This is an optimization exercise on Yosys and OpenROAD, whose aim is small area, not a production implementation. In this exercise RTL edits were held to simulation tests only and were not proved equivalent to the original.

--- design/flow/design.v ---
module CicInterpM5(
    input clock,
    input rst,                   
    output reg req,              
    input signed [19:0] x_real,  
    input signed [19:0] x_imag,
    output reg signed [16:0] p_out,    
    output reg signed [16:0] m_out     
    );
    reg [7:0] counter;
    reg [3:0] ev;            
    always @(posedge clock)
    begin
        if (rst)
        begin
            counter <= 0;
            req <= 0;
            ev <= 0;
        end
        else
        begin
            if (counter == 8'd199)
            begin
                counter <= 0;
                req <= 1'b1;
                if (ev != 4'd9) ev <= ev + 1'd1;
            end
            else
            begin
                counter <= counter + 1'd1;
                req <= 1'b0;
            end
        end
    end
    wire wr_new  = (counter >= 8'd172) && (counter <= 8'd191);    
    wire ser_b0  = (counter == 8'd172);                           
    wire ser_b1  = (counter == 8'd173);
    wire ser_b19 = (counter == 8'd191);                           
    wire ser_ext = (counter >= 8'd192) && (counter <= 8'd195);    
    wire [4:0] bidx = counter[4:0] - 5'd12;                       
    wire [3:0] ld;
    assign ld[0] = (counter == 8'd196);
    assign ld[1] = (counter == 8'd197);
    assign ld[2] = (counter == 8'd198);
    assign ld[3] = (counter == 8'd199);
    wire [4:0] mv = {ev >= 4'd9, ev >= 4'd8, ev >= 4'd7, ev >= 4'd6, ev >= 4'd5};
    wire [15:0] yr, yi;        
    cic_chan ch_r (.clk(clock), .rst(rst), .x(x_real), .wr_new(wr_new), .bidx(bidx),
                   .ser_b0(ser_b0), .ser_b1(ser_b1), .ser_b19(ser_b19), .ser_ext(ser_ext),
                   .ld(ld), .mv(mv), .y(yr));
    cic_chan ch_i (.clk(clock), .rst(rst), .x(x_imag), .wr_new(wr_new), .bidx(bidx),
                   .ser_b0(ser_b0), .ser_b1(ser_b1), .ser_b19(ser_b19), .ser_ext(ser_ext),
                   .ld(ld), .mv(mv), .y(yi));
    wire [16:0] yi17 = {yi[15], yi};
    wire [16:0] yr17 = {yr[15], yr};
    wire [16:0] psum, msum;
    cadd #(.W(17), .B0(8), .B(9)) padd (.a(yi17), .b(yr17), .ci(1'b0), .s(psum));
    cadd #(.W(17), .B0(8), .B(9)) madd (.a(yi17), .b(~yr17), .ci(1'b1), .s(msum));
    always @(posedge clock)
    begin
        p_out <= psum;
        m_out <= msum;
    end
endmodule
module cic_chan(
    input clk,
    input rst,
    input [19:0] x,
    input wr_new,
    input [4:0] bidx,
    input ser_b0, ser_b1, ser_b19, ser_ext,
    input [3:0] ld,
    input [4:0] mv,
    output [15:0] y
    );
    reg [179:0] sr;
    wire lin = wr_new ? x[bidx] : sr[179];
    always @(posedge clk) sr <= {sr[178:0], lin};
    wire [4:0] tap = {sr[179], sr[159], sr[139], sr[119], sr[99]} & mv;
    reg [4:0] sgn;
    always @(posedge clk) if (ser_b19) sgn <= tap;
    wire [4:0] op = ser_ext ? sgn : tap;
    wire a0 = op[0], a1 = op[1], a2 = op[2], a3 = op[3], a4 = op[4];
    reg cp, cu, cv, cw, cr, a2d, ud1, ud2;
    wire cp_i = ser_b0 ? 1'b1 : cp;
    wire cu_i = ser_b0 ? 1'b1 : cu;
    wire cv_i = ser_b0 ? 1'b0 : cv;
    wire cw_i = ser_b0 ? 1'b0 : cw;
    wire cr_i = ser_b0 ? 1'b0 : cr;
    wire p = a2 ^ ~a1 ^ cp_i;
    wire u = p ^ ~a3 ^ cu_i;
    wire v = a0 ^ a4 ^ cv_i;
    wire a2s = ser_b0 ? 1'b0 : a2d;
    wire w = v ^ a2s ^ cw_i;
    wire u4 = (ser_b0 | ser_b1) ? 1'b0 : ud2;
    wire r = w ^ u4 ^ cr_i;
    always @(posedge clk)
    begin
        cp <= (a2 & ~a1) | (cp_i & (a2 ^ ~a1));
        cu <= (p & ~a3) | (cu_i & (p ^ ~a3));
        cv <= (a0 & a4) | (cv_i & (a0 ^ a4));
        cw <= (v & a2s) | (cw_i & (v ^ a2s));
        cr <= (w & u4) | (cr_i & (w ^ u4));
        a2d <= a2;
        ud1 <= u;
        ud2 <= ud1;
    end
    reg [23:0] d;
    always @(posedge clk) d <= {d[22:0], r};
    reg [9:0] y1s0;
    reg [9:0] y1s1;
    reg [3:0] y1s2;
    reg y1g3;    
    always @(posedge clk)
    begin
        if (rst)
        begin
            y1s0 <= 0;
            y1s1 <= 0;
            y1s2 <= 0;
            y1g3 <= 0;
        end
        else
        begin
            if (ld[0]) y1s0 <= {d[14], d[15], d[16], d[17], d[18], d[19], d[20], d[21], d[22], d[23]};
            if (ld[1]) y1s1 <= {d[5], d[6], d[7], d[8], d[9], d[10], d[11], d[12], d[13], d[14]};
            if (ld[2]) y1s2 <= {d[2], d[3], d[4], d[5]};
            if (ld[3]) y1g3 <= d[3];
        end
    end
    reg [9:0] y2s0;
    wire [9:0] n2s0;
    wire o2s0;
    reg [9:0] y2s1;
    wire [9:0] n2s1;
    wire o2s1;
    reg c2s1;
    reg [9:0] y2s2;
    wire [9:0] n2s2;
    wire o2s2;
    reg c2s2;
    reg [0:0] y2s3;
    wire [0:0] n2s3;
    wire o2s3;
    reg c2s3;
    reg [9:0] y3s0;
    wire [9:0] n3s0;
    wire o3s0;
    reg [9:0] y3s1;
    wire [9:0] n3s1;
    wire o3s1;
    reg c3s1;
    reg [9:0] y3s2;
    wire [9:0] n3s2;
    wire o3s2;
    reg c3s2;
    reg [6:0] y3s3;
    wire [6:0] n3s3;
    wire o3s3;
    reg c3s3;
    reg y3sd1;
    reg [9:0] y4s0;
    wire [9:0] n4s0;
    wire o4s0;
    reg [9:0] y4s1;
    wire [9:0] n4s1;
    wire o4s1;
    reg c4s1;
    reg [9:0] y4s2;
    wire [9:0] n4s2;
    wire o4s2;
    reg c4s2;
    reg [9:0] y4s3;
    wire [9:0] n4s3;
    wire o4s3;
    reg c4s3;
    reg [3:0] y4s4;
    wire [3:0] n4s4;
    wire o4s4;
    reg c4s4;
    reg [9:0] y5s0;
    wire [9:0] n5s0;
    wire o5s0;
    reg [9:0] y5s1;
    wire [9:0] n5s1;
    wire o5s1;
    reg c5s1;
    reg [9:0] y5s2;
    wire [9:0] n5s2;
    wire o5s2;
    reg c5s2;
    reg [9:0] y5s3;
    wire [9:0] n5s3;
    wire o5s3;
    reg c5s3;
    reg [10:0] y5s4;
    wire [10:0] n5s4;
    wire o5s4;
    reg c5s4;
    radd #(10) a2s0 (.a(y2s0), .b({y1s0[9], y1s0[8], y1s0[7], y1s0[6], y1s0[5], y1s0[4], y1s0[3], y1s0[2], y1s0[1], y1s0[0]}), .ci(1'b0), .s(n2s0), .co(o2s0));
    radd #(10) a2s1 (.a(y2s1), .b({y1s1[9], y1s1[8], y1s1[7], y1s1[6], y1s1[5], y1s1[4], y1s1[3], y1s1[2], y1s1[1], y1s1[0]}), .ci(c2s1), .s(n2s1), .co(o2s1));
    radd #(10) a2s2 (.a(y2s2), .b({y1s2[3], y1s2[3], y1s2[3], y1s2[3], y1s2[3], y1s2[3], y1s2[3], y1s2[2], y1s2[1], y1s2[0]}), .ci(c2s2), .s(n2s2), .co(o2s2));
    radd #(1) a2s3 (.a(y2s3), .b({y1g3}), .ci(c2s3), .s(n2s3), .co(o2s3));
    radd #(10) a3s0 (.a(y3s0), .b({y2s0[9], y2s0[8], y2s0[7], y2s0[6], y2s0[5], y2s0[4], y2s0[3], y2s0[2], y2s0[1], y2s0[0]}), .ci(1'b0), .s(n3s0), .co(o3s0));
    radd #(10) a3s1 (.a(y3s1), .b({y2s1[9], y2s1[8], y2s1[7], y2s1[6], y2s1[5], y2s1[4], y2s1[3], y2s1[2], y2s1[1], y2s1[0]}), .ci(c3s1), .s(n3s1), .co(o3s1));
    radd #(10) a3s2 (.a(y3s2), .b({y2s2[9], y2s2[8], y2s2[7], y2s2[6], y2s2[5], y2s2[4], y2s2[3], y2s2[2], y2s2[1], y2s2[0]}), .ci(c3s2), .s(n3s2), .co(o3s2));
    radd #(7) a3s3 (.a(y3s3), .b({y2s3[0], y2s3[0], y2s3[0], y2s3[0], y2s3[0], y2s3[0], y2s3[0]}), .ci(c3s3), .s(n3s3), .co(o3s3));
    radd #(10) a4s0 (.a(y4s0), .b({y3s0[9], y3s0[8], y3s0[7], y3s0[6], y3s0[5], y3s0[4], y3s0[3], y3s0[2], y3s0[1], y3s0[0]}), .ci(1'b0), .s(n4s0), .co(o4s0));
    radd #(10) a4s1 (.a(y4s1), .b({y3s1[9], y3s1[8], y3s1[7], y3s1[6], y3s1[5], y3s1[4], y3s1[3], y3s1[2], y3s1[1], y3s1[0]}), .ci(c4s1), .s(n4s1), .co(o4s1));
    radd #(10) a4s2 (.a(y4s2), .b({y3s2[9], y3s2[8], y3s2[7], y3s2[6], y3s2[5], y3s2[4], y3s2[3], y3s2[2], y3s2[1], y3s2[0]}), .ci(c4s2), .s(n4s2), .co(o4s2));
    radd #(10) a4s3 (.a(y4s3), .b({y3s3[6], y3s3[6], y3s3[6], y3s3[6], y3s3[5], y3s3[4], y3s3[3], y3s3[2], y3s3[1], y3s3[0]}), .ci(c4s3), .s(n4s3), .co(o4s3));
    radd #(4) a4s4 (.a(y4s4), .b({y3sd1, y3sd1, y3sd1, y3sd1}), .ci(c4s4), .s(n4s4), .co(o4s4));
    radd #(10) a5s0 (.a(y5s0), .b({y4s0[9], y4s0[8], y4s0[7], y4s0[6], y4s0[5], y4s0[4], y4s0[3], y4s0[2], y4s0[1], y4s0[0]}), .ci(1'b0), .s(n5s0), .co(o5s0));
    radd #(10) a5s1 (.a(y5s1), .b({y4s1[9], y4s1[8], y4s1[7], y4s1[6], y4s1[5], y4s1[4], y4s1[3], y4s1[2], y4s1[1], y4s1[0]}), .ci(c5s1), .s(n5s1), .co(o5s1));
    radd #(10) a5s2 (.a(y5s2), .b({y4s2[9], y4s2[8], y4s2[7], y4s2[6], y4s2[5], y4s2[4], y4s2[3], y4s2[2], y4s2[1], y4s2[0]}), .ci(c5s2), .s(n5s2), .co(o5s2));
    radd #(10) a5s3 (.a(y5s3), .b({y4s3[9], y4s3[8], y4s3[7], y4s3[6], y4s3[5], y4s3[4], y4s3[3], y4s3[2], y4s3[1], y4s3[0]}), .ci(c5s3), .s(n5s3), .co(o5s3));
    radd #(11) a5s4 (.a(y5s4), .b({y4s4[3], y4s4[3], y4s4[3], y4s4[3], y4s4[3], y4s4[3], y4s4[3], y4s4[3], y4s4[2], y4s4[1], y4s4[0]}), .ci(c5s4), .s(n5s4), .co(o5s4));
    always @(posedge clk)
    begin
        if (rst)
        begin
            y2s0 <= 10'd0;
            c2s1 <= 0;
            y2s1 <= 10'd0;
            c2s2 <= 0;
            y2s2 <= 10'd0;
            c2s3 <= 0;
            y2s3 <= 1'd0;
            y3s0 <= 10'd0;
            c3s1 <= 0;
            y3s1 <= 10'd0;
            c3s2 <= 0;
            y3s2 <= 10'd0;
            c3s3 <= 0;
            y3s3 <= 7'd0;
            y3sd1 <= 0;
            y4s0 <= 10'd0;
            c4s1 <= 0;
            y4s1 <= 10'd0;
            c4s2 <= 0;
            y4s2 <= 10'd0;
            c4s3 <= 0;
            y4s3 <= 10'd0;
            c4s4 <= 0;
            y4s4 <= 4'd0;
            y5s0 <= 10'd0;
            c5s1 <= 0;
            y5s1 <= 10'd0;
            c5s2 <= 0;
            y5s2 <= 10'd0;
            c5s3 <= 0;
            y5s3 <= 10'd16;
            c5s4 <= 0;
            y5s4 <= 11'd0;
        end
        else
        begin
            y2s0 <= n2s0;
            c2s1 <= o2s0;
            y2s1 <= n2s1;
            c2s2 <= o2s1;
            y2s2 <= n2s2;
            c2s3 <= o2s2;
            y2s3 <= n2s3;
            y3s0 <= n3s0;
            c3s1 <= o3s0;
            y3s1 <= n3s1;
            c3s2 <= o3s1;
            y3s2 <= n3s2;
            c3s3 <= o3s2;
            y3s3 <= n3s3;
            y3sd1 <= y3s3[6];
            y4s0 <= n4s0;
            c4s1 <= o4s0;
            y4s1 <= n4s1;
            c4s2 <= o4s1;
            y4s2 <= n4s2;
            c4s3 <= o4s2;
            y4s3 <= n4s3;
            c4s4 <= o4s3;
            y4s4 <= n4s4;
            y5s0 <= n5s0;
            c5s1 <= o5s0;
            y5s1 <= n5s1;
            c5s2 <= o5s1;
            y5s2 <= n5s2;
            c5s3 <= o5s2;
            y5s3 <= n5s3;
            c5s4 <= o5s3;
            y5s4 <= n5s4;
        end
    end
    reg ob39d1;
    reg ob38d1;
    reg ob37d1;
    reg ob36d1;
    reg ob35d1;
    always @(posedge clk)
    begin
        ob39d1 <= y5s3[9];
        ob38d1 <= y5s3[8];
        ob37d1 <= y5s3[7];
        ob36d1 <= y5s3[6];
        ob35d1 <= y5s3[5];
    end
    assign y = {y5s4[10], y5s4[9], y5s4[8], y5s4[7], y5s4[6], y5s4[5], y5s4[4], y5s4[3], y5s4[2], y5s4[1], y5s4[0], ob39d1, ob38d1, ob37d1, ob36d1, ob35d1};
endmodule
module cpl_cordic(
  input clock,
  input [31:0] frequency,
  input signed [16:0] in_p,
  input signed [16:0] in_m,
  output reg signed [15:0] out_data_I,
  output reg signed [15:0] out_data_Q
  );
localparam WR = 23;    
localparam WZ = 20;    
localparam STG = 19;   
localparam WT = 32;
wire [WT-1:0] atan_table [1:WT-1];
assign atan_table[01] = 32'b00100101110010000000101000111011;  
assign atan_table[02] = 32'b00010011111101100111000010110111;  
assign atan_table[03] = 32'b00001010001000100010001110101000;  
assign atan_table[04] = 32'b00000101000101100001101010000110;  
assign atan_table[05] = 32'b00000010100010111010111111000011;  
assign atan_table[06] = 32'b00000001010001011110110000111101;  
assign atan_table[07] = 32'b00000000101000101111100010101010;  
assign atan_table[08] = 32'b00000000010100010111110010100111;  
assign atan_table[09] = 32'b00000000001010001011111001011101;  
assign atan_table[10] = 32'b00000000000101000101111100110000;  
assign atan_table[11] = 32'b00000000000010100010111110011000;  
assign atan_table[12] = 32'b00000000000001010001011111001100;  
assign atan_table[13] = 32'b00000000000000101000101111100110;  
assign atan_table[14] = 32'b00000000000000010100010111110011;  
assign atan_table[15] = 32'b00000000000000001010001011111010;  
assign atan_table[16] = 32'b00000000000000000101000101111101;  
assign atan_table[17] = 32'b00000000000000000010100010111110;  
assign atan_table[18] = 32'b00000000000000000001010001011111;  
assign atan_table[19] = 32'b00000000000000000000101000110000;  
assign atan_table[20] = 32'b00000000000000000000010100011000;  
assign atan_table[21] = 32'b00000000000000000000001010001100;  
assign atan_table[22] = 32'b00000000000000000000000101000110;  
assign atan_table[23] = 32'b00000000000000000000000010100011;  
assign atan_table[24] = 32'b00000000000000000000000001010001;  
assign atan_table[25] = 32'b00000000000000000000000000101001;  
assign atan_table[26] = 32'b00000000000000000000000000010100;  
assign atan_table[27] = 32'b00000000000000000000000000001010;  
assign atan_table[28] = 32'b00000000000000000000000000000101;  
assign atan_table[29] = 32'b00000000000000000000000000000011;  
assign atan_table[30] = 32'b00000000000000000000000000000001;  
assign atan_table[31] = 32'b00000000000000000000000000000001;  
reg [31:0] phase;
wire [31:0] phase_sum;
cadd #(.W(32), .B0(7), .B(7)) nco_add (.a(phase), .b(frequency), .ci(1'b0), .s(phase_sum));
always @(posedge clock)
  if (frequency == 32'd0)
    phase <= 32'd0;      
  else
    phase <= phase_sum;
reg [20:0] pd;
always @(posedge clock)
  pd <= phase[31:11];
wire [1:0] quadrant = pd[20:19];
wire [17:0] p18 = {in_p[16], in_p};
wire [17:0] m18 = {in_m[16], in_m};
wire [17:0] xv = quadrant[0] ? p18 : m18;
wire [17:0] yv = quadrant[0] ? m18 : p18;
wire xneg = quadrant[1] ^ quadrant[0];
wire yneg = quadrant[1];
wire [17:0] xlow, ylow;      
assign xlow[0] = 1'b0;
assign ylow[0] = 1'b0;
genvar j;
generate
  for (j = 1; j < 18; j = j + 1) begin : neg
    assign xlow[j] = xlow[j-1] | xv[j-1];
    assign ylow[j] = ylow[j-1] | yv[j-1];
  end
endgenerate
reg [WR-1:0] X [0:STG-1];
reg [WR-1:0] Y [0:STG-1];
reg [WZ-1:0] Z [0:STG-1];
always @(posedge clock)
  begin
  X[0] <= {xv ^ ({18{xneg}} & xlow), 5'b0};
  Y[0] <= {yv ^ ({18{yneg}} & ylow), 5'b0};
  Z[0] <= {~pd[18], ~pd[18], pd[17:0]};
  end
genvar n;
generate
  for (n = 0; n <= STG-3; n = n + 1)
    begin : stages
    wire [WR-1:0] X_shr = {{(n+1){X[n][WR-1]}}, X[n][WR-1:n+1]};
    wire [WR-1:0] Y_shr = {{(n+1){Y[n][WR-1]}}, Y[n][WR-1:n+1]};
    wire [WZ-2-n:0] atan = atan_table[n+1][WT-2-n:WT-WZ] + atan_table[n+1][WT-WZ-1];
    wire zs = Z[n][WZ-1-n];
    localparam LZ = (n == 0) ? 4 : (n == 1) ? 2 : 0;
    wire [WR-1:0] xn, yn;
    cadd #(.W(WR-LZ), .B0(7), .B(8)) ax (.a(X[n][WR-1:LZ]), .b(Y_shr[WR-1:LZ] ^ {(WR-LZ){~zs}}), .ci(Y[n][n] ^ ~zs), .s(xn[WR-1:LZ]));
    cadd #(.W(WR-LZ), .B0(7), .B(8)) ay (.a(Y[n][WR-1:LZ]), .b(X_shr[WR-1:LZ] ^ {(WR-LZ){zs}}),  .ci(X[n][n] ^ zs),  .s(yn[WR-1:LZ]));
    if (LZ > 0)
      begin : lz
      assign xn[LZ-1:0] = {LZ{1'b0}};
      assign yn[LZ-1:0] = {LZ{1'b0}};
      end
    always @(posedge clock)
      begin
      X[n+1] <= xn;
      Y[n+1] <= yn;
      end
    if (n < STG-2)
      begin : angles
      wire [WZ-2-n:0] zn;
      cadd #(.W(WZ-1-n), .B0(7), .B(8)) az (.a(Z[n][WZ-2-n:0]), .b(atan ^ {(WZ-1-n){~zs}}), .ci(~zs), .s(zn));
      always @(posedge clock)
        Z[n+1][WZ-2-n:0] <= zn;
      end
    end
endgenerate
wire zs17 = Z[STG-2][WZ-1-(STG-2)];
wire [4:0] ux = Y[STG-2][WR-1:WR-5] ^ {5{~zs17}};
wire sux = Y[STG-2][WR-1] ^ ~zs17;
wire [4:0] uy = X[STG-2][WR-1:WR-5] ^ {5{zs17}};
wire suy = X[STG-2][WR-1] ^ zs17;
wire [6:0] lox, loy;
wire cox, coy;
radd #(7) lx (.a(X[STG-2][6:0]), .b({~sux, sux, ux}), .ci(Y[STG-2][STG-2] ^ ~zs17), .s(lox), .co(cox));
radd #(7) ly (.a(Y[STG-2][6:0]), .b({~suy, suy, uy}), .ci(X[STG-2][STG-2] ^ zs17),  .s(loy), .co(coy));
wire [15:0] xr, yr;
cinc #(16) ix (.a(X[STG-2][WR-1:7]), .ci(cox), .s(xr));
cinc #(16) iy (.a(Y[STG-2][WR-1:7]), .ci(coy), .s(yr));
always @(posedge clock)
  begin
  out_data_I <= xr;
  out_data_Q <= yr;
  end
endmodule
module tx_upconverter(
  input clk,
  input rst,
  input [31:0] frequency,
  input signed [19:0] x_real,
  input signed [19:0] x_imag,
  output req,
  output signed [15:0] out_I,
  output signed [15:0] out_Q
  );
  wire signed [16:0] sum_p, sum_m;    
  CicInterpM5 in2 (
    .clock(clk),
    .rst(rst),
    .req(req),
    .x_real(x_real),
    .x_imag(x_imag),
    .p_out(sum_p),
    .m_out(sum_m)
    );
  cpl_cordic cordic_inst (
    .clock(clk),
    .frequency(frequency),
    .in_p(sum_p),
    .in_m(sum_m),
    .out_data_I(out_I),
    .out_data_Q(out_Q)
    );
endmodule
module cadd #(parameter W = 23, parameter B0 = 12, parameter B = 11) (
  input  [W-1:0] a,
  input  [W-1:0] b,
  input          ci,
  output [W-1:0] s
  );
  wire [W:0] c;       
  wire [W-1:0] s0;    
  wire [W-1:0] ones;  
  wire [W-1:0] bc;    
  assign c[0] = ci;
  genvar i;
  generate
    for (i = 0; i < W; i = i + 1) begin : g
      if (i < B0) begin : lo
        assign s0[i] = a[i] ^ b[i] ^ c[i];
        assign c[i+1] = (a[i] & b[i]) | (c[i] & (a[i] ^ b[i]));
        assign ones[i] = 1'b0;
        assign bc[i] = 1'b0;
        assign s[i] = s0[i];
      end else if (((i - B0) % B) == 0) begin : st
        assign s0[i] = a[i] ^ b[i];
        assign c[i+1] = a[i] & b[i];
        assign ones[i] = 1'b1;
        if (i == B0) begin : f
          assign bc[i] = c[i];
        end else begin : n
          assign bc[i] = c[i] | (bc[i-1] & ones[i-1] & s0[i-1]);
        end
        assign s[i] = s0[i] ^ bc[i];
      end else begin : md
        assign s0[i] = a[i] ^ b[i] ^ c[i];
        assign c[i+1] = (a[i] & b[i]) | (c[i] & (a[i] ^ b[i]));
        assign ones[i] = ones[i-1] & s0[i-1];
        assign bc[i] = bc[i-1];
        assign s[i] = s0[i] ^ (bc[i] & ones[i]);
      end
    end
  endgenerate
endmodule
module radd #(parameter W = 13) (
  input  [W-1:0] a,
  input  [W-1:0] b,
  input          ci,
  output [W-1:0] s,
  output         co
  );
  wire [W:0] c;
  assign c[0] = ci;
  genvar i;
  generate
    for (i = 0; i < W; i = i + 1) begin : g
      assign s[i] = a[i] ^ b[i] ^ c[i];
      assign c[i+1] = (a[i] & b[i]) | (c[i] & (a[i] ^ b[i]));
    end
  endgenerate
  assign co = c[W];
endmodule
module cinc #(parameter W = 16) (
  input  [W-1:0] a,
  input          ci,
  output [W-1:0] s
  );
  wire [W:0] p;
  assign p[0] = 1'b1;
  genvar i;
  generate
    for (i = 0; i < W; i = i + 1) begin : g
      assign s[i] = a[i] ^ (ci & p[i]);
      assign p[i+1] = p[i] & a[i];
    end
  endgenerate
endmodule
--- design/flow/run.sh ---
#!/bin/bash
# synth_recipe.tcl (not shown) runs the flow's synth.tcl, then flattens the netlist and writes it again
# the make line also repeats each setting of config.mk as NAME=value (left out here)
make -C /OpenROAD-flow-scripts/flow DESIGN_CONFIG=/design/flow/config.mk WORK_HOME=/design/flow/orfs CLKGATE_MAP_FILE= SYNTH_SCRIPT=/design/flow/synth_recipe.tcl finish
--- design/flow/config.mk ---
export PLATFORM = sky130hd
export DESIGN_NAME = tx_upconverter
export DESIGN_NICKNAME = tx_upconverter
export VERILOG_FILES = /design/flow/design.v
export SDC_FILE = /design/flow/constraint.sdc
export NUM_CORES = 4
export LEC_CHECK = 0
export CAP_MARGIN = 20
export CORE_MARGIN = 2
export CORE_UTILIZATION = 40
export SLEW_MARGIN = 20
--- design/flow/constraint.sdc ---
create_clock -name core_clock -period 6.0 [get_ports {clk}]
set_input_delay 1.2000 -clock core_clock [delete_from_list [all_inputs] [get_ports {clk}]]
set_output_delay 1.2000 -clock core_clock [all_outputs]
set_load 0.01 [all_outputs]
==> metrics.md, run 1 <==
| Metric | Value |
|---|---|
| WL/cell | `roughly 13 um` |
| Num CTS Buffers | `201` |
| Net count after synthesis | `8880` |
| Root buf cell | `clkbuf_16` |
| Number of cells on the worst reg-to-reg path | `20` |
| Worst Tran Pin Value | `1070 ps` |
| H-tree levels | `4` |
| Max FO, Critical Path | `2` |
| Final setup skew | `65.5 ps` |
| Syn Area/Cell | `12.3 um^2` |
| Crit path kind | `input pin to flop` |
| Yosys cell types | `62` |
| Tcrit/Tclk final | `0.966` |
| Delay-heaviest family, CP | `adder cells` |
| Status | `complete, no violations` |
| Sequential fraction of the synthesis area | `0.443` |
| Initial Util | `0.402` |
| Post-route ant nets | `0` |
| CTS sink cnt | `1988` |
| PortBufs | `106` |
| Proportion of layout cells with a drive suffix above 1 | `0.0694` |
| Drt pass-1 iters | `4` |
| Clock Latency Late Sink | `840 ps` |
| Slew headroom | `0.285` |
| Vias in the first global route | `50000` |
| Syn-to-layout area delta | `13.6%` |
| CP max-delay cell | `clkdlybuf4s50_1` |
| Pin count of the biggest net entering global routing | `147` |
| Hold EP | `in2.ch_i.sr[103]` |
| Via/cell ratio | `4.21` |
| Final setup viols | `0` |
| Global-route wire length before repair | `~240 mm` |
| Crit path largest cell delay | `430 ps` |
| Final wirelength | `135 mm` |
| Number of synthesized flops with an enable pin | `10` |
| Post-synth ARST share | `0` |
| CP dominant cell by count | `fa_2` |
| IO Pins | `approximately 110` |
| FF+latch area | `39900 um^2` |
| Top FF cell, synth | `dfxtp_1` |
| DP HPWL | `106 mm` |
| Die area | `229000 um^2` |
| Drt initial violations | `between 1000 and 1500` |
| Hold path startpoint | `in2.ch_i.sr[102]` |
| Final Hold Fails | `0` |
| RR Startpoint | `cordic_inst.Z[14][5]` |
| Reg-to-Reg End | `cordic_inst.X[15][22]` |
| R2R Setup Slk | `370 ps` |
| Hold Path Class | `flop to flop` |
| Fillers | `20300` |
| Core ar. | `224000 um^2` |
| Setup crit start kind | `input pin` |
| Yosys reg bits | `a little under 2000` |
| Multi-input gate area | `between 40000 and 50000 um^2` |
| GPL Wtd Cong | `0.783` |
| DP Worst Slack | `-824 ps` |
| Setup Total Neg Slack | `0 ps` |
| Clock buffer depth | `3` |
| Worst setup EP type | `flop` |
| RSZ-0062 raised after global routing | `no` |
| Synthesized area | `90200 um^2` |
| Synth Instances | `7343` |
| CTS tree | `yes` |
| Final min period | `between 5000 and 6000 ps` |
| Fin nets | `9128` |
| Total of max-cap violations | `0` |
| Initial antenna violation count | `1` |
| Die H | `about 480 um` |
| Buffer and inverter count on the worst path | `3` |
| Site Rows | `174` |
| Die width | `479 um` |
| F_max | `roughly 170 MHz` |
| Hold path depth | `0` |
| Worst-path clk slew | `60 ps` |
| Yosys warnings | `9` |
| Slew Limit Fails | `0` |
| GR Overflow Total | `0` |
| Routed vias | `45200` |
| Min Hold Slack | `320 ps` |
| Post-route DRC | `0` |
| CP arrival | `~6500 ps` |
| Worst Path Required | `6710 ps` |
| GRT Util Overall | `0.124` |
| PnR worst setup slack | `slightly above 200 ps` |
per-layer routing:
| layer | vias to the layer above | part of all wire | global-route usage |
|---|---|---|---|
| met3 | 237 | 0.029 | 0.0229 |
| met5 | - | 0 | 0 |
| li1 | 22600 | - | - |
| met1 | 22000 | 0.44 | 0.155 |
| met4 | 0 | 0.027 | 0.0374 |
| met2 | 385 | 0.50 | 0.218 |
registers in the layout, indices dropped and copies added, names as in the netlist, 17 cells and up:
signal,count
in2.p_out,17
in2.ch_i.sr,180
cordic_inst.Y,402
in2.ch_i.d,24
cordic_inst.X,401
cordic_inst.pd,21
cordic_inst.Z,204
cordic_inst.phase,32
in2.ch_r.d,24
in2.ch_r.sr,180
placed cells by master, fill, tap and decap left out, drive strengths merged, types with 5 or more instances in the layout:
cell,Yosys,routed
dfxtp,1978,1978
fa,1172,1172
inv,1093,1105
xnor2,648,648
xor2,542,542
ha,291,291
nand2,287,287
nor2b,286,286
clkbuf,117,280
nor2,242,242
nand3,120,120
clkdlybuf4s50,0,105
buf,30,87
a21oi,78,78
and3,77,77
or2,43,43
clkinv,0,43
nand4,37,37
o21ai,36,36
and3b,34,34
and2,31,31
nor3,30,30
mux2i,20,20
nand2b,20,20
bufinv,0,19
nor4,18,18
mux4,12,12
mux2,11,11
clkinvlp,0,11
edfxtp,10,10
o21a,9,9
nor3b,7,7
or3,6,6
nand3b,5,5
worst max path at each step:
stage / startpoint / to / slack (ps) / cells after the start
after floorplan: frequency[0] / cordic_inst.phase[28] / -20 / 26
after global placement: frequency[7] / cordic_inst.phase[31] / -920 / 26
after detailed placement: frequency[0] / cordic_inst.phase[29] / -820 / 29
after CTS: frequency[0] / cordic_inst.phase[29] / 90 / 29
after global routing: cordic_inst.Z[16][3] / cordic_inst.X[17][22] / 5 / 21
final: frequency[0] / cordic_inst.phase[28] / 200 / 28
worst reg2reg max path, stage by stage (launching register included):
cell and delay (ps):
dfxtp_1 320, buf_12 160, xor2_1 210, fa_1 450, fa_1 430, fa_1 430, fa_1 440, fa_1 440
fa_1 410, inv_1 90, fa_1 250, nand4_1 180, nor2_1 260, and2_1 200, and3_1 180, ha_1 150
or2_2 130, and3b_1 230, and3_1 290, nand4_1 150, xnor2_1 150
cell families after synthesis:
| kind of cell | synth area share |
|---|---|
| flops | 0.443 |
| mux | 0.00659 |
| simple gates | 0.0718 |
| compound gates | 0.0108 |
| fa+ha+maj | 0.301 |
| xor+xnor | 0.116 |
| buf+inv | 0.0519 |
area by class of cell:
| cell class | count | share of cell area |
|---|---|---|
| Multi-Input combinational cell | 4115 | 0.447 |
| Sequential cell | 1988 | 0.390 |
| Clock buffer | 280 | 0.0564 |
| Inverter | 1093 | 0.0401 |
| Tap cell | 2992 | 0.0366 |
| Timing Repair Buffer | 192 | 0.0176 |
| Clock inverter | 85 | 0.0123 |
| Antenna cell | 1 | 0.0000244 |
synth_stat cells, drive strengths merged (37+ instances only):
cell | count | share of area
a21oi | 78 | 0.0043
and3 | 77 | 0.0053
dfxtp | 1978 | 0.44
ha | 291 | 0.040
inv | 1093 | 0.046
or2 | 43 | 0.0030
nor2b | 286 | 0.020
xor2 | 542 | 0.053
nand4 | 37 | 0.0026
fa | 1172 | 0.26
nand3 | 120 | 0.0067
clkbuf | 117 | 0.0049
nor2 | 242 | 0.010
nand2 | 287 | 0.012
xnor2 | 648 | 0.063
repair_timing:
action	CTS	global route
setup buffers	0	2
gates resized for setup	0	7
hold buffers	0	0
endpoints found under the setup margin	0	9
per-stage QoR:
stage,instance area [um^2],utilization,instances
after floorplan,90300,-,7343
after global placement,95300,0.425,10400
after detailed placement,95300,0.425,10400
after CTS,102000,0.456,10700
after global routing,102000,0.456,10700
final,102000,0.456,10700
==> inputs of run 2 (changes only) <==
--- a/design/flow/config.mk
+++ b/design/flow/config.mk
@@ -9,3 +9,5 @@
 export CORE_MARGIN = 2
 export CORE_UTILIZATION = 40
+export CTS_CLUSTER_DIAMETER = 90
+export CTS_CLUSTER_SIZE = 28
 export SLEW_MARGIN = 20
==> metrics.md, run 2 <==
| Metric | Value |
|---|---|
| Status | `complete, no violations` |
| Die area | `229000 um^2 (unchanged)` |
| Most Crowded Layer GR | `met2` |
| DP HPWL | `106 mm (unchanged)` |
| Most frequent cells in the layout | `dfxtp_1 (1964), fa_1 (1161), inv_1 (1092), xnor2_1 (641), xor2_1 (536)` |
| CP dominant cell by count | `fa_2` |
| IO Pins | `107 (unchanged)` |
| Drt initial violations | `1474 (+0.61%)` |
| H-tree levels | `3 (-1)` |
| Initial antenna violation count | `1 (unchanged)` |
| Clock buffer depth | `3 (unchanged)` |
| Pin count of the biggest net entering global routing | `147 (unchanged)` |
| Top-count cell post-synth | `dfxtp_1` |
| Yosys reg bits | `1988 (unchanged)` |
| Final min period | `5780 ps (-15.0 ps)` |
| Setup Total Neg Slack | `0 ps (unchanged)` |
| Slew Limit Fails | `0 (unchanged)` |
| CTS tree | `yes` |
| Final wirelength | `132 mm (-2.4%)` |
| Synth Instances | `7343 (unchanged)` |
| Min Hold Slack | `324 ps (+3.90 ps)` |
| R2R Setup Slk | `340 ps (-30 ps)` |
| Commonest non-fill, non-tap cell in the layout | `dfxtp_1` |
| Yosys cell types | `62 (unchanged)` |
| Worst Tran Pin Value | `1060 ps (-6.74 ps)` |
| Sequential fraction of the synthesis area | `0.443 (unchanged)` |
| Via/cell ratio | `4.21 (+0.10%)` |
| RSZ-0062 raised after global routing | `yes` |
| Tcrit/Tclk final | `0.964 (-0.00250)` |
| Top Registers | `cordic_inst.Y (402), cordic_inst.X (401), cordic_inst.Z (204)` |
| Core ar. | `224000 um^2 (unchanged)` |
| Fillers | `20600 (+1.7%)` |
| Vias in the first global route | `48600 (-2.7%)` |
| Initial Util | `0.402 (unchanged)` |
| CP max-delay cell | `clkdlybuf4s50_1` |
| Post-synth top area cell | `dfxtp_1` |
| Fin nets | `9020 (-1.2%)` |
| Yosys warnings | `9 (unchanged)` |
| Crit path kind | `input pin to flop` |
| Post-route ant nets | `0 (unchanged)` |
| Worst Path Required | `6660 ps (-50 ps)` |
| Setup crit start kind | `input pin` |
| Crit path capture | `cordic_inst.phase[28]` |
| M2 GR Usage | `0.214 (-0.00315)` |
| WL/cell | `12.6 um (-0.38%)` |
| Number of synthesized flops with an enable pin | `10 (unchanged)` |
| Num CTS Buffers | `93 (-54%)` |
| Crit path largest cell delay | `430 ps (about the same)` |
| Top cell type's share of synthesized area | `0.439 (unchanged)` |
| Worst-path clk slew | `100 ps (+40 ps)` |
| Drt pass-1 iters | `5 (+1)` |
| GRT Util Overall | `0.121 (-0.00332)` |
| Proportion of layout cells with a drive suffix above 1 | `0.0466 (-0.0228)` |
| Largest reg by FF count | `cordic_inst.Y` |
| Syn Area/Cell | `12.3 um^2 (unchanged)` |
| Post-synth ARST share | `0 (unchanged)` |
| CTS sink cnt | `1988 (unchanged)` |
| Total of max-cap violations | `0 (unchanged)` |
| Top cells by area, synth | `dfxtp_1 (44%), fa_1 (26%), xnor2_1 (6.3%), xor2_1 (5.3%), inv_1 (4.6%)` |
| Net count after synthesis | `8880 (unchanged)` |
| Clock Latency Late Sink | `760 ps (-80 ps)` |
| Grt met1 use | `0.154 (-0.00126)` |
| Hold Path Class | `flop to flop` |
| Number of cells on the worst reg-to-reg path | `20 (unchanged)` |
| F_max | `173 MHz (+0.26%)` |
| Syn-to-layout area delta | `9.07%` |
| Final Hold Fails | `0 (unchanged)` |
| CTS Hold Buffers Added | `0 (unchanged)` |
| GPL Wtd Cong | `0.783 (unchanged)` |
| Final setup skew | `28.3 ps (-37.2 ps)` |
| Final setup viols | `0 (unchanged)` |
| Routed vias | `44300 (-2.0%)` |
| Top FF cell, synth | `dfxtp_1` |
| PortBufs | `106 (unchanged)` |
| Site Rows | `174 (unchanged)` |
| Post-route DRC | `0 (unchanged)` |
| Global-route wire length before repair | `233 mm (-2.3%)` |
| Root buf cell | `clkbuf_16` |
| Die H | `479 um (unchanged)` |
| Max FO, Critical Path | `2 (unchanged)` |
| RR Startpoint | `cordic_inst.Z[14][5]` |
| Slew headroom | `0.290 (+0.00450)` |
| Synthesized area | `90200 um^2 (unchanged)` |
| CP arrival | `6440 ps (-70 ps)` |
| Grt met3 use | `0.0172 (-0.00565)` |
| Reg-to-Reg End | `cordic_inst.X[15][22]` |
| Hold path startpoint | `in2.ch_r.sr[165]` |
| Synth cell count leaders | `dfxtp_1 (1978), fa_1 (1172), inv_1 (1093)` |
| Worst setup EP type | `flop` |
| GR Overflow Total | `0 (unchanged)` |
| Max reg flops | `402 (unchanged)` |
| Crit. Startpoint | `frequency[0]` |
| Die width | `479 um (unchanged)` |
## run 2: cell counts after synthesis
No cell type changed its count.
## run 2: worst min-delay path by stage
| stage | end | slack (ps) | cells after the start |
|---|---|---|---|
| 6_report | in2.ch_r.sr[166] | 320 | 0 |
| 3_3_place_gp | in2.ch_r.sr[169] | 310 | 0 |
| 3_5_place_dp | in2.ch_i.sr[141] | 310 | 0 |
| 4_1_cts | in2.ch_i.sr[108] | 330 | 0 |
| 2_1_floorplan | cordic_inst.Z[0][0] | 310 | 0 |
| 5_1_grt | in2.ch_r.sr[138] | 330 | 0 |
## run 2: area by class of cell
class                           instances  area, um^2  share of cell area
Timing Repair Buffer                  192        1800              0.0183
Inverter                             1093        4100              0.0417
Clock buffer                           98        2380              0.0242
Multi-Input combinational cell       4115       45800               0.466
Sequential cell                      1988       39900               0.406
Tap cell                             2992        3740              0.0381
Antenna cell                            1        2.50           0.0000254
Clock inverter                         46         589             0.00599
## run 2: metal layers
metal	wire length (um)	vias to the layer above
met5	0	-
met3	2970	170
li1	-	22200
met4	3220	0
met2	66700	258
met1	59300	21700
## run 2: kinds of logic (layout without fill, tap and decap cells)
| kind of cell | Yosys count | in the layout | share of synthesized area |
|---|---|---|---|
| AO/OA/AOI/OAI | 163 | 163 | 0.0108 |
| XOR/XNOR | 1190 | 1190 | 0.116 |
| adder cells (fa/ha/maj) | 1465 | 1465 | 0.301 |
| buffers and inverters | 1240 | 1429 | 0.0519 |
| flip-flops | 1988 | 1988 | 0.443 |
| multiplexers | 43 | 43 | 0.00659 |
| other | 0 | 1 | 0 |
| AND/OR/NAND/NOR | 1254 | 1254 | 0.0718 |
## run 2: critical path, delay by kind of cell
family        cells  cell delay, ps
fa+ha+maj        11            2950
simple gates     14            1650
buf+inv           3             630
## run 2: per-stage QoR
stage / setup WS, ps / util / area [um^2] / std cells
floorplan: -22.3 / - / 90300 / 7343
global placement: -917 / 0.425 / 95300 / 10400
detailed placement: -824 / 0.425 / 95300 / 10400
CTS: 32.6 / 0.438 / 98300 / 10500
global route: -25.0 / 0.438 / 98300 / 10500
finish: 218 / 0.438 / 98300 / 10500
## run 2: repair_timing
action                     CTS  global route
setup buffers                0             2
setup endpoints to repair    0            15
resized for setup            0             9
==> inputs of run 3 (changes only) <==
--- a/design/flow/config.mk
+++ b/design/flow/config.mk
@@ -9,5 +9,5 @@
 export CORE_MARGIN = 2
 export CORE_UTILIZATION = 40
-export CTS_CLUSTER_DIAMETER = 90
-export CTS_CLUSTER_SIZE = 28
+export CTS_CLUSTER_DIAMETER = 100
+export CTS_CLUSTER_SIZE = 30
 export SLEW_MARGIN = 20
==> metrics.md, run 3 <==
| Metric | Value |
|---|---|
| Status | `complete, no violations` |
| R2R Setup Slk | `380 ps (+40 ps)` |
| CTS sink cnt | `1988 (unchanged)` |
| Largest reg by FF count | `cordic_inst.Y` |
| Setup crit start kind | `input pin` |
| Final wirelength | `131 mm (-0.62%)` |
| Top Registers | `cordic_inst.Y (402), cordic_inst.X (401), cordic_inst.Z (204)` |
| Syn-to-layout area delta | `8.34%` |
| IO Pins | `107 (unchanged)` |
| CP max-delay cell | `clkdlybuf4s50_1` |
| RR Startpoint | `cordic_inst.Z[14][5]` |
| Crit path largest cell delay | `430 ps (about the same)` |
| Number of synthesized flops with an enable pin | `10 (unchanged)` |
| Synthesized area | `90200 um^2 (unchanged)` |
| Buffer and inverter count on the worst path | `3 (unchanged)` |
| Via/cell ratio | `4.21 (about the same)` |
| Total of max-cap violations | `0 (unchanged)` |
| Top cell type's share of synthesized area | `0.439 (unchanged)` |
| WL/cell | `12.5 um (-0.20%)` |
| PnR worst setup slack | `200 ps (-18.0 ps)` |
| Initial antenna violation count | `1 (unchanged)` |
| Yosys warnings | `9 (unchanged)` |
| Clock buffer depth | `3 (unchanged)` |
| DP Worst Slack | `-824 ps (unchanged)` |
| Final min period | `5800 ps (+18.0 ps)` |
| Most frequent cells in the layout | `dfxtp_1 (1964), fa_1 (1161), inv_1 (1092), xnor2_1 (641), xor2_1 (536)` |
| GPL Wtd Cong | `0.783 (unchanged)` |
| Die width | `479 um (unchanged)` |
| Routed vias | `44200 (-0.35%)` |
| DP HPWL | `106 mm (unchanged)` |
| PortBufs | `106 (unchanged)` |
| Synth Instances | `7343 (unchanged)` |
| Worst Path Required | `6640 ps (-20 ps)` |
| Slew headroom | `0.293 (+0.00354)` |
| Top FF cell, synth | `dfxtp_1` |
| Crit path kind | `input pin to flop` |
| CTS tree | `yes` |
| Worst Tran Pin Value | `1060 ps (-5.31 ps)` |
| Top cells by area, synth | `dfxtp_1 (44%), fa_1 (26%), xnor2_1 (6.3%), xor2_1 (5.3%), inv_1 (4.6%)` |
| Worst-path clk slew | `110 ps (about the same)` |
| Site Rows | `174 (unchanged)` |
| Post-route ant nets | `0 (unchanged)` |
| Syn Area/Cell | `12.3 um^2 (unchanged)` |
| GR Overflow Total | `0 (unchanged)` |
| Post-route DRC | `0 (unchanged)` |
| Hold Path Class | `flop to flop` |
| CP arrival | `6440 ps (about the same)` |
| CP dominant cell by count | `fa_2` |
| Pin count of the biggest net entering global routing | `147 (unchanged)` |
| Proportion of layout cells with a drive suffix above 1 | `0.0409 (-0.00574)` |
| Delay-heaviest family, CP | `adder cells` |
| Final setup viols | `0 (unchanged)` |
| Post-synth top area cell | `dfxtp_1` |
| F_max | `172 MHz (-0.31%)` |
| Slew Limit Fails | `0 (unchanged)` |
| Global-route wire length before repair | `232 mm (-0.46%)` |
| Final Hold Fails | `0 (unchanged)` |
| Sequential fraction of the synthesis area | `0.443 (unchanged)` |
| GRT Util Overall | `0.120 (-0.000805)` |
| Max reg flops | `402 (unchanged)` |
| Top-count cell post-synth | `dfxtp_1` |
| Commonest non-fill, non-tap cell in the layout | `dfxtp_1` |
| Synth cell count leaders | `dfxtp_1 (1978), fa_1 (1172), inv_1 (1093)` |
| Yosys reg bits | `1988 (unchanged)` |
| Drt initial violations | `1485 (+0.75%)` |
| Crit. Startpoint | `frequency[0]` |
| Core ar. | `224000 um^2 (unchanged)` |
| Initial Util | `0.402 (unchanged)` |
| Final setup skew | `62.9 ps (+34.6 ps)` |
| Die area | `229000 um^2 (unchanged)` |
| Post-synth ARST share | `0 (unchanged)` |
| Root buf cell | `clkbuf_16` |
| Vias in the first global route | `48400 (-0.45%)` |
| Die H | `479 um (unchanged)` |
| Worst setup EP type | `flop` |
| Net count after synthesis | `8880 (unchanged)` |
| Fin nets | `9006 (-0.16%)` |
| RSZ-0062 raised after global routing | `yes` |
| CTS Hold Buffers Added | `0 (unchanged)` |
| Yosys cell types | `62 (unchanged)` |
| H-tree levels | `3 (unchanged)` |
| Drt pass-1 iters | `5 (unchanged)` |
| Max FO, Critical Path | `2 (unchanged)` |
| Num CTS Buffers | `79 (-15%)` |
| Tcrit/Tclk final | `0.967 (+0.00299)` |
| Hold path startpoint | `in2.ch_r.sr[137]` |
| Clock Latency Late Sink | `740 ps (-20 ps)` |
run 3: cell counts after synthesis:
Identical to the previous run, type by type.
run 3: cells by family after synthesis:
family                   share of synthesized area
AO/OA/AOI/OAI                               0.0108
XOR/XNOR                                     0.116
adder cells (fa/ha/maj)                      0.301
buffers and inverters                       0.0519
flip-flops                                   0.443
multiplexers                               0.00659
AND/OR/NAND/NOR                             0.0718
run 3: cell type report:
type / count / area [um^2]
sequential: 1988 / 39900
tap: 2992 / 3740
inverter: 1093 / 4100
antenna: 1 / 2.50
fill: 20700 / 127000
clock buffer: 82 / 2010
multi-input combinational: 4115 / 45800
clock inverter: 18 / 300
timing repair buffer: 192 / 1800
run 3: routing by layer:
layer | vias to the layer above | track usage | wire length, um
met5 | - | 0 | 0
met4 | 0 | 0.0299 | 3100
met3 | 148 | 0.0149 | 2520
met2 | 243 | 0.214 | 66900
met1 | 21600 | 0.153 | 58900
li1 | 22200 | - | -
run 3: worst paths after layout:
kind	to	depth (start not counted)
min reg2reg	in2.ch_r.sr[138]	0
max	cordic_inst.phase[28]	28
max reg2reg	cordic_inst.X[15][22]	20
min	in2.ch_r.sr[138]	0
run 3: through the flow:
step,hold slack [ps],util,instance area (um^2),std cells,TNS (ps)
after floorplan,310,-,90300,7343,-23.3
after global placement,310,0.425,95300,10400,-5040
after detailed placement,312,0.425,95300,10400,-4270
after CTS,327,0.435,97600,10500,0
after global routing,335,0.435,97700,10500,-43.8
final,325,0.435,97700,10500,0
run 3: repair_timing:
| action | in CTS | in global routing |
|---|---|---|
| gates resized for setup | 0 | 8 |
| setup endpoints to repair | 0 | 13 |
| endpoints found under the hold margin | 0 | 0 |
| setup buffers | 0 | 2 |
run 3: worst register-to-register path: stages (launching register included):
cell and delay (ps):
dfxtp_1 340, buf_12 160, xor2_1 210, fa_1 450, fa_1 430, fa_1 430
fa_1 440, fa_1 440, fa_1 410, inv_1 90, fa_1 260, nand4_1 180
nor2_1 250, and2_1 190, and3_1 180, ha_1 150, or2_2 120, and3b_1 230
and3_1 290, nand4_1 150, xnor2_1 150
==> inputs of run 4 (changes only) <==
--- a/design/flow/config.mk
+++ b/design/flow/config.mk
@@ -8,5 +8,5 @@
 export CAP_MARGIN = 20
 export CORE_MARGIN = 2
-export CORE_UTILIZATION = 40
+export CORE_UTILIZATION = 70
 export CTS_CLUSTER_DIAMETER = 100
 export CTS_CLUSTER_SIZE = 30
==> metrics.md, run 4 <==
| Metric | Value |
|---|---|
| Top-count cell post-synth | `dfxtp_1` |
| IO Pins | `107 (unchanged)` |
| Top Registers | `cordic_inst.Y (402), cordic_inst.X (401), cordic_inst.Z (204)` |
| Grt met1 use | `0.282 (+0.129)` |
| M2 GR Usage | `0.380 (+0.166)` |
| Drt pass-1 iters | `5 (unchanged)` |
| WL/cell | `14.6 um (+16%)` |
| Via/cell ratio | `4.87 (+16%)` |
| Post-route ant nets | `0 (unchanged)` |
| Drt initial violations | `1811 (+22%)` |
| Syn-to-layout area delta | `6.28%` |
| Worst Path Required | `6600 ps (-40 ps)` |
| Die width | `363 um (-24%)` |
| Vias in the first global route | `48300 (-0.13%)` |
| Initial Util | `0.706 (+0.304)` |
| Net count after synthesis | `8880 (unchanged)` |
| Hold path startpoint | `in2.ch_r.sr[68]` |
| GR Overflow Total | `0 (unchanged)` |
| Worst Tran Pin Value | `1060 ps (-1.23 ps)` |
| H-tree levels | `3 (unchanged)` |
| Core ar. | `128000 um^2 (-43%)` |
| Dpl cells | `9057 (-13%)` |
| Grt met3 use | `0.0238 (+0.00890)` |
| Synth Instances | `7343 (unchanged)` |
| Post-Layout Cell Count | `9151 (-13%)` |
| Crit path largest cell delay | `430 ps (about the same)` |
| Most frequent cells in the layout | `dfxtp_1 (1960), fa_1 (1161), inv_1 (1092), xnor2_1 (642), xor2_1 (536)` |
| Final wirelength | `133 mm (+1.5%)` |
| Initial antenna violation count | `1 (unchanged)` |
| DP HPWL | `107 mm (+1.4%)` |
| Max FO, Critical Path | `4 (+2)` |
| Delay-heaviest family, CP | `adder cells` |
| Global-route wire length before repair | `230 mm (-0.66%)` |
| CP max-delay cell | `clkdlybuf4s50_1` |
| Routed vias | `44600 (+0.95%)` |
| Yosys reg bits | `1988 (unchanged)` |
| Crit path kind | `input pin to flop` |
| Clock buffer depth | `3 (unchanged)` |
| Clock Latency Late Sink | `720 ps (-20 ps)` |
| Status | `complete, no violations` |
| Number of inserted diodes | `0 (-1)` |
| Post-synth ARST share | `0 (unchanged)` |
| Site Rows | `131 (-25%)` |
| CP arrival | `6440 ps (about the same)` |
| Setup crit start kind | `input pin` |
| Worst setup EP type | `flop` |
| Total of max-cap violations | `0 (unchanged)` |
| Largest reg by FF count | `cordic_inst.Y` |
| Synthesized area | `90200 um^2 (unchanged)` |
| Post-route DRC | `0 (unchanged)` |
| PortBufs | `106 (unchanged)` |
| Top cells by area, synth | `dfxtp_1 (44%), fa_1 (26%), xnor2_1 (6.3%), xor2_1 (5.3%), inv_1 (4.6%)` |
| Die area | `132000 um^2 (-43%)` |
| Number of synthesized flops with an enable pin | `10 (unchanged)` |
| Die H | `363 um (-24%)` |
| Final setup viols | `0 (unchanged)` |
| Fillers | `8568 (-59%)` |
| Worst-path clk slew | `110 ps (about the same)` |
| CTS sink cnt | `1988 (unchanged)` |
| Slew headroom | `0.293 (about the same)` |
| Post-synth top area cell | `dfxtp_1` |
| Final setup skew | `28.6 ps (-34.3 ps)` |
| Top FF cell, synth | `dfxtp_1` |
| Setup Total Neg Slack | `0 ps (unchanged)` |
| GRT Util Overall | `0.214 (+0.0941)` |
| Hold Path Class | `flop to flop` |
| Max reg flops | `402 (unchanged)` |
| Proportion of layout cells with a drive suffix above 1 | `0.0410 (+0.000128)` |
| F_max | `171 MHz (-0.59%)` |
| Commonest non-fill, non-tap cell in the layout | `dfxtp_1` |
| Root buf cell | `clkbuf_16` |
| Pin count of the biggest net entering global routing | `134 (-8.8%)` |
| Most Crowded Layer GR | `met2` |
| Syn Area/Cell | `12.3 um^2 (unchanged)` |
| Crit. Startpoint | `frequency[0]` |
| Final Hold Fails | `0 (unchanged)` |
| Yosys warnings | `9 (unchanged)` |
| Min Hold Slack | `330 ps (+5.24 ps)` |
| Sequential fraction of the synthesis area | `0.443 (unchanged)` |
| Num CTS Buffers | `76 (-3.8%)` |
| CTS tree | `yes` |
| Tcrit/Tclk final | `0.972 (+0.00578)` |
| Final min period | `5830 ps (+34.7 ps)` |
| Buffer and inverter count on the worst path | `3 (unchanged)` |
| Yosys cell types | `62 (unchanged)` |
| Top cell type's share of synthesized area | `0.439 (unchanged)` |
| Fin nets | `9011 (+0.056%)` |
| GPL Wtd Cong | `0.886 (+13%)` |
| Slew Limit Fails | `0 (unchanged)` |
| Synth cell count leaders | `dfxtp_1 (1978), fa_1 (1172), inv_1 (1093)` |
| RR Startpoint | `cordic_inst.Z[6][13]` |
| CP dominant cell by count | `fa_2` |
-- run 4: cell count changes in the layout (fill, tap and decap cells not counted), sizes merged --
cell / delta
buf: +8
diode: -1
clkinv: -6
clkbuf: +1
bufinv: -1
inv: -1
-- run 4: kinds of logic after synthesis --
family	share of synthesized area
and+or+nand+nor	0.0718
DFF	0.443
muxes	0.00659
AOI/OAI and AO/OA	0.0108
xor gates and xnor gates	0.116
adders and majority gates	0.301
buffers and inverters	0.0519
-- run 4: per-stage QoR --
| stage | instance area (um^2) | util | worst slack (ps) |
|---|---|---|---|
| 6_report | 95800 | 0.750 | 165 |
| 5_1_grt | 95800 | 0.750 | -9.59 |
| 3_5_place_dp | 93600 | 0.733 | -788 |
| 2_1_floorplan | 90300 | - | -22.3 |
| 3_3_place_gp | 93600 | 0.733 | -757 |
| 4_1_cts | 95800 | 0.750 | 20.9 |
-- run 4: worst register-to-register path, stage by stage, from the launching register on --
cell,delay [ps]
dfxtp_2,650
xor2_1,170
fa_1,460
fa_1,430
fa_1,440
fa_1,430
fa_1,450
fa_1,420
inv_1,90
fa_1,220
and3_1,210
and3_1,220
nand3_1,140
nor2_1,120
ha_1,150
or2_2,120
and3b_1,230
nand3_1,140
nor2_1,210
nand3_1,120
xnor2_1,140
-- run 4: layout make-up --
cell class                 count  area [um^2]  area share
multi-input combinational   4115        45800       0.478
timing repair buffer         200         1780      0.0186
clock inverter                10          190     0.00198
tap                         1662         2080      0.0217
sequential                  1988        39900       0.417
clock buffer                  83         1950      0.0203
inverter                    1093         4100      0.0428
-- run 4: repair_timing --
action                                  CTS  global route
gates resized for setup                   0            13
hold buffers                              0             0
setup buffers                             0             1
endpoints found under the setup margin    0            30
-- run 4: worst paths after layout --
check                                             end  slack [ps]  cells after the start
worst max register to register   cordic_inst.X[7][22]         350                     20
worst min register to register        in2.ch_r.sr[69]         330                      0
worst max-delay path            cordic_inst.phase[28]         170                     28
worst min-delay path                  in2.ch_r.sr[69]         330                      0
-- run 4: routing by layer --
metal | wire length (um) | part of all wire | up-vias
met4 | 3250 | 0.024 | 0
met2 | 68500 | 0.51 | 282
li1 | - | - | 22200
met1 | 58900 | 0.44 | 22000
met5 | 0 | 0 | -
met3 | 2700 | 0.020 | 169
==> inputs of run 5 (changes only) <==
--- a/design/flow/config.mk
+++ b/design/flow/config.mk
@@ -8,5 +8,5 @@
 export CAP_MARGIN = 20
 export CORE_MARGIN = 2
-export CORE_UTILIZATION = 70
+export CORE_UTILIZATION = 60
 export CTS_CLUSTER_DIAMETER = 100
 export CTS_CLUSTER_SIZE = 30
==> metrics.md, run 5 <==
| Metric | Value |
|---|---|
| Setup crit start kind | `input pin` |
| Num CTS Buffers | `77 (+1.3%)` |
| Worst setup EP type | `flop` |
| Syn-to-layout area delta | `6.92%` |
| F_max | `173 MHz (+1.0%)` |
| Tcrit/Tclk final | `0.963 (-0.00965)` |
| Top Registers | `cordic_inst.Y (402), cordic_inst.X (401), cordic_inst.Z (204)` |
| Synth cell count leaders | `dfxtp_1 (1978), fa_1 (1172), inv_1 (1093)` |
| R2R Setup Slk | `380 ps (+30 ps)` |
| Yosys cell types | `62 (unchanged)` |
| Vias in the first global route | `47700 (-1.3%)` |
| Post-route ant nets | `0 (unchanged)` |
| Via/cell ratio | `4.66 (-4.4%)` |
| Drt pass-1 iters | `5 (unchanged)` |
| Fillers | `11900 (+39%)` |
| Number of inserted diodes | `0 (unchanged)` |
| Number of cells on the worst reg-to-reg path | `20 (unchanged)` |
| Min Hold Slack | `323 ps (-6.93 ps)` |
| Most frequent cells in the layout | `dfxtp_1 (1963), fa_1 (1161), inv_1 (1092), xnor2_1 (642), xor2_1 (535)` |
| Final min period | `5780 ps (-57.9 ps)` |
| Total of max-cap violations | `0 (unchanged)` |
| Hold Path Class | `flop to flop` |
| Net count after synthesis | `8880 (unchanged)` |
| Yosys warnings | `9 (unchanged)` |
| Number of synthesized flops with an enable pin | `10 (unchanged)` |
| Commonest non-fill, non-tap cell in the layout | `dfxtp_1` |
| Initial antenna violation count | `1 (unchanged)` |
| Crit path kind | `input pin to flop` |
| Clock Latency Late Sink | `730 ps (about the same)` |
| Post-route DRC | `0 (unchanged)` |
| CTS sink cnt | `1988 (unchanged)` |
| H-tree levels | `3 (unchanged)` |
| Worst-path clk slew | `110 ps (about the same)` |
| Pin count of the biggest net entering global routing | `157 (+17%)` |
| Fin nets | `9013 (+0.022%)` |
| RR Startpoint | `cordic_inst.Z[8][11]` |
| IO Pins | `107 (unchanged)` |
| Die area | `153000 um^2 (+16%)` |
| Final setup viols | `0 (unchanged)` |
| Die width | `392 um (+7.9%)` |
| Slew Limit Fails | `0 (unchanged)` |
| GRT Util Overall | `0.184 (-0.0304)` |
| CTS tree | `yes` |
| Slew headroom | `0.327 (+0.0335)` |
| Core ar. | `150000 um^2 (+17%)` |
| Max reg flops | `402 (unchanged)` |
| Routed vias | `44300 (-0.63%)` |
| Status | `complete, no violations` |
| GR Overflow Total | `0 (unchanged)` |
| Worst Tran Pin Value | `1010 ps (-47.5 ps)` |
| Top cells by area, synth | `dfxtp_1 (44%), fa_1 (26%), xnor2_1 (6.3%), xor2_1 (5.3%), inv_1 (4.6%)` |
| Top-count cell post-synth | `dfxtp_1` |
| Global-route wire length before repair | `231 mm (+0.55%)` |
| GPL Wtd Cong | `0.825 (-6.9%)` |
| Final setup skew | `40.7 ps (+12.1 ps)` |
| Synth Instances | `7343 (unchanged)` |
| Max FO, Critical Path | `5 (+1)` |
| Root buf cell | `clkbuf_16` |
| Post-synth top area cell | `dfxtp_1` |
| Sequential fraction of the synthesis area | `0.443 (unchanged)` |
| Die H | `392 um (+7.9%)` |
| Hold path startpoint | `in2.ch_i.sr[2]` |
| Worst Path Required | `6630 ps (+30 ps)` |
| Hold EP | `in2.ch_i.sr[3]` |
| Top cell type's share of synthesized area | `0.439 (unchanged)` |
| CP arrival | `6400 ps (-40 ps)` |
| PortBufs | `106 (unchanged)` |
| Initial Util | `0.603 (-0.103)` |
| Hold path depth | `0 (unchanged)` |
| Final wirelength | `132 mm (-0.79%)` |
| Final Hold Fails | `0 (unchanged)` |
| Largest reg by FF count | `cordic_inst.Y` |
| RSZ-0062 raised after global routing | `no` |
| Synthesized area | `90200 um^2 (unchanged)` |
| WL/cell | `13.9 um (-4.5%)` |
| Drt initial violations | `1278 (-29%)` |
| DP HPWL | `106 mm (-0.72%)` |
| CTS Hold Buffers Added | `0 (unchanged)` |
| Post-synth ARST share | `0 (unchanged)` |
| Syn Area/Cell | `12.3 um^2 (unchanged)` |
| Clock buffer depth | `3 (unchanged)` |
| Top FF cell, synth | `dfxtp_1` |
| Yosys reg bits | `1988 (unchanged)` |
| Proportion of layout cells with a drive suffix above 1 | `0.0415 (+0.000506)` |
| Reg-to-Reg End | `cordic_inst.X[9][22]` |
| Site Rows | `142 (+8.4%)` |
-- run 5: cell counts after synthesis --
No cell type changed its count.
-- run 5: critical path, cell delays in order --
cell	delay, ps
clkdlybuf4s50_1	430
ha_2	210
fa_2	400
fa_2	400
fa_2	350
fa_2	350
fa_2	390
inv_2	60
fa_2	190
nor2_1	40
nand2_1	70
or2_4	140
nor4_2	50
ha_2	160
nand2b_4	130
and3b_1	170
nand2b_1	110
nor4_2	50
ha_2	160
nand2b_4	130
and3b_1	170
nand2b_1	110
nor4_2	50
ha_2	160
or2_4	250
buf_4	140
ha_4	220
nor2b_1	120
-- run 5: area by class of cell --
type | count | area, um^2 | area share
Clock buffer | 85 | 1990 | 0.0206
Clock inverter | 12 | 239 | 0.00248
Inverter | 1093 | 4100 | 0.0426
Multi-Input combinational cell | 4115 | 45800 | 0.475
Sequential cell | 1988 | 39900 | 0.414
Tap cell | 2016 | 2520 | 0.0262
Timing Repair Buffer | 201 | 1820 | 0.0188
-- run 5: worst max-delay path by stage --
stage	from	endpoint	slack, ps	depth (start not counted)
2_1_floorplan	frequency[0]	cordic_inst.phase[28]	-20	26
3_3_place_gp	frequency[7]	cordic_inst.phase[30]	-750	26
3_5_place_dp	frequency[7]	cordic_inst.phase[30]	-730	26
4_1_cts	frequency[7]	cordic_inst.phase[30]	110	26
5_1_grt	frequency[7]	cordic_inst.phase[31]	6	26
6_report	frequency[0]	cordic_inst.phase[28]	220	28
-- run 5: routing by layer --
layer  part of all wire  vias up  GRT usage
met5                  0        -          0
met4              0.024        0     0.0439
met3              0.021      158     0.0229
met2               0.50      220      0.315
met1               0.46    21800      0.250
li1                   -    22200          -
-- run 5: kinds of logic after synthesis --
logic type                 Yosys count  share of synthesized area
and+or+nand+nor                   1254                     0.0718
buffers and inverters             1240                     0.0519
muxes                               43                    0.00659
DFF                               1988                      0.443
xor gates and xnor gates          1190                      0.116
AOI/OAI and AO/OA                  163                     0.0108
adders and majority gates         1465                      0.301
-- run 5: repair_timing --
item	4_1_cts	5_1_grt
endpoints found under the hold margin	0	0
resized for setup	0	11
buffers inserted	0	2
setup endpoints to repair	0	19
-- run 5: metrics by stage --
| step | setup TNS [ps] | cells | setup WS (ps) | instance area [um^2] | utilization |
|---|---|---|---|---|---|
| detailed placement | -3880 | 9411 | -729 | 94100 | 0.629 |
| global route | 0 | 9510 | 5.69 | 96400 | 0.644 |
| CTS | 0 | 9508 | 107 | 96300 | 0.644 |
| global placement | -3770 | 9411 | -748 | 94100 | 0.629 |
| finish | 0 | 9510 | 223 | 96400 | 0.644 |
| floorplan | -23.3 | 7343 | -22.3 | 90300 | - |

re-timing with driven ports:
In the flow no input, the clock included, has a driving cell. The finished layouts below were timed again as built, in two steps.
Step 1 (the two cells are an assumption about what drives the block):
set clk [get_ports {clk}]
set_driving_cell -lib_cell sky130_fd_sc_hd__clkbuf_16 $clk
set_driving_cell -lib_cell sky130_fd_sc_hd__buf_2 [delete_from_list [all_inputs] $clk]
Step 2 moves the port delays by t, midway between the first and last clock arrival at a register: inputs arrive t later, outputs are due t later. That takes back most of the time a late clock gives input paths.
a / b / c = ideal / step 1 / step 2; a / b = the first two.
run	t, ns	setup WS [ns]	worst setup path after step 2
run 1	0.894	0.203 / 0.267 / -0.627	input to register
run 2	0.832	0.218 / 0.282 / -0.550	input to register
run 3	0.798	0.200 / 0.264 / -0.534	input to register
run 4	0.778	0.165 / 0.211 / -0.568	input to register
run 5	0.788	0.223 / 0.270 / -0.518	input to register
With both steps, setup timing fails in every run listed, where it was met with ideal ports. For run 1, which loses most, drivers alone change the setup slack by +0.064 ns; drivers and shift together by -0.830 ns.
